Source: an optimization exercise on an open RTL-to-GDS flow (aim: small area, a short achievable clock period and few clock cycles per item). Production flows keep margins and buffers that such runs may drop. At most, simulation tests tie the RTL to the original design; equivalence was not proved.

Setup of before:
==> flow/design.v (excerpt) <==
module mul_op #(parameter INPUTS = 2,
		parameter OUTPUTS = 1,
		parameter DATA_IN_SIZE = 32,
		parameter DATA_OUT_SIZE = 32)
		(
		input clk,
		input rst,
		input [INPUTS * (DATA_IN_SIZE)- 1 : 0]data_in_bus,
		input [INPUTS - 1 : 0]valid_in_bus,
		output [INPUTS - 1 : 0] ready_in_bus,
		output [OUTPUTS * (DATA_OUT_SIZE) - 1 : 0]data_out_bus,
		output [OUTPUTS - 1 : 0]valid_out_bus,
		input 	[OUTPUTS - 1 : 0] ready_out_bus
);
For scale: about 240 flip-flops, roughly 100 I/O pins, ~22,000 µm² of cells after synthesis.
clock: 8.0 ns
lec_check: 0
cap_margin: 20
core_margin: 2
core_utilization: 40
setup_slack_margin: 4.8
slew_margin: 20
synth_hierarchical: 1
standard.sh (not shown) runs the stock make flow with config.mk's settings and CLKGATE_MAP_FILE= SYNTH_SCRIPT=/design/flow/synth_recipe.tcl, a recipe that flattens the netlist after the stock synthesis.
==> flow/flow/run.sh <==
#!/bin/bash
# The standard layout, with resizing free to change a cell's footprint (so the
# port buffers and other cells can be swapped for faster ones) and port
# buffers that are plain buffers rather than delay cells.
set -euo pipefail
bash standard.sh MATCH_CELL_FOOTPRINT=0 BUFFER_PORTS_ARGS="-buffer_cell sky130_fd_sc_hd__buf_2" finish > standard.log 2>&1
Setup changes, before to after
diff --git a/flow/config.mk b/flow/config.mk
--- a/flow/config.mk
+++ b/flow/config.mk
@@ -10,3 +10,3 @@
 export CORE_UTILIZATION = 40
-export SETUP_SLACK_MARGIN = 4.8
+export SETUP_SLACK_MARGIN = 5
 export SLEW_MARGIN = 20
==> comparison <==
- before -> after: area taken by multi-input logic gates increased by a little under 10%
- before ended up with svo[0]$_DFF_PP0_ as its beginning of the critical path; after ended up with svo[3]$_DFF_PP0_.
- Going from before to after, hold slack barely changed; total via count after detailed routing increased by about 4% relative to the old numbers.
- Compared with before, after shows global-route usage higher by 1.1 points.
- Compared with before, after shows a utilization that is 4.3 points higher.
- The run with more routed wire is after, not before.
Function was not checked in any run of this note: the RTL went through the layout flow alone.

---

Another version of the RTL of mul_op (not shown whole).
For scale: roughly 100 I/O pins, roughly 22000 um^2 of cells after synthesis.
Settings: LEC_CHECK=0, CAP_MARGIN=20, CORE_MARGIN=2, CORE_UTILIZATION=40, PLACE_DENSITY=0.45, SETUP_SLACK_MARGIN=5, SLEW_MARGIN=20, SYNTH_HIERARCHICAL=1; clock period 8.0 ns.
Scripts as last shown in full above: flow/flow/run.sh
Testbench counts at the start, summed over its fixed seeds: cycles 2,424, items 2,400.
Then changed:
==> flow/flow/run.sh (replaced) <==
#!/bin/bash
# The standard layout, with resizing free to change a cell's footprint (so the
# port buffers and other cells can be swapped for faster ones), port buffers
# that are plain buffers rather than delay cells, and timing repair aiming at
# a setup slack of 5.3 ns.
set -euo pipefail
bash standard.sh MATCH_CELL_FOOTPRINT=0 BUFFER_PORTS_ARGS="-buffer_cell sky130_fd_sc_hd__buf_2" SETUP_SLACK_MARGIN=5.3 finish > standard.log 2>&1
--- a/flow/config.mk
+++ b/flow/config.mk
@@ -9,5 +9,4 @@
 export CORE_MARGIN = 2
 export CORE_UTILIZATION = 40
-export PLACE_DENSITY = 0.45
 export SETUP_SLACK_MARGIN = 5
 export SLEW_MARGIN = 20
=> Via count came out higher by 5.5%. Register-to-register slack got worse by 0.06 ns. Clock skew came out higher by 0.038 ns.
Then changed:
==> flow/flow/run.sh (replaced) <==
#!/bin/bash
# The standard layout, with resizing free to change a cell's footprint (so the
# port buffers and other cells can be swapped for faster ones) and port
# buffers that are plain buffers rather than delay cells.
set -euo pipefail
bash standard.sh MATCH_CELL_FOOTPRINT=0 BUFFER_PORTS_ARGS="-buffer_cell sky130_fd_sc_hd__buf_2" finish > standard.log 2>&1
--- a/flow/config.mk
+++ b/flow/config.mk
@@ -8,5 +8,5 @@
 export CAP_MARGIN = 20
 export CORE_MARGIN = 2
-export CORE_UTILIZATION = 40
+export CORE_UTILIZATION = 55
 export SETUP_SLACK_MARGIN = 5
 export SLEW_MARGIN = 20
Result:
- The changed run went through all stages and came out clean
- utilization goes up by 12 points
- via count goes down by a few percent
Then changed:
--- a/flow/config.mk
+++ b/flow/config.mk
@@ -8,5 +8,6 @@
 export CAP_MARGIN = 20
 export CORE_MARGIN = 2
-export CORE_UTILIZATION = 55
+export CORE_UTILIZATION = 40
+export PLACE_DENSITY = 0.75
 export SETUP_SLACK_MARGIN = 5
 export SLEW_MARGIN = 20
The new run went through all stages and came out clean.
Via count grows by 0.83%.
Routed wire length came out lower by 2.1%.
Count of clock-buffer cells in the layout went down by 2.
Die area rises by 37%.
Global-route usage decreases by 8.4 points.

separate check: timing with driven ports:
In the flow no input, the clock included, has a driving cell. The finished layouts below were timed again as built, in two steps. Step 1: set_driving_cell puts a clkbuf_16 on clk and a buf_2 on each other input, an assumption about the parent block. Step 2 times the ports against the registers' clock, not the clock port: input delays grow and output delays shrink by t, the midpoint of the rising clock arrivals with the driver on. Three values: no drivers, after step 1, after step 2; two values: the first two.
run	t (ns)	slack for setup (ns)	hold slack, ns	worst register clock-pin slew, ns
before	0.615	4.832 / 4.779 / 4.844	0.416 / 0.416 / 0.416	0.07 / 0.07
after	0.621	4.845 / 4.785 / 4.904	0.417 / 0.417 / 0.417	0.06 / 0.06
the first run of note 2	0.657	4.835 / 4.775 / 4.973	0.449 / 0.449 / 0.449	0.07 / 0.07
the second run of note 2	0.637	4.868 / 4.818 / 4.914	0.443 / 0.443 / 0.443	0.07 / 0.07
the third run of note 2	0.633	4.894 / 4.838 / 4.948	0.457 / 0.457 / 0.457	0.06 / 0.06
the fourth run of note 2	0.609	4.831 / 4.777 / 4.962	0.457 / 0.457 / 0.457	0.07 / 0.07
After both steps every run listed still meets setup and hold.
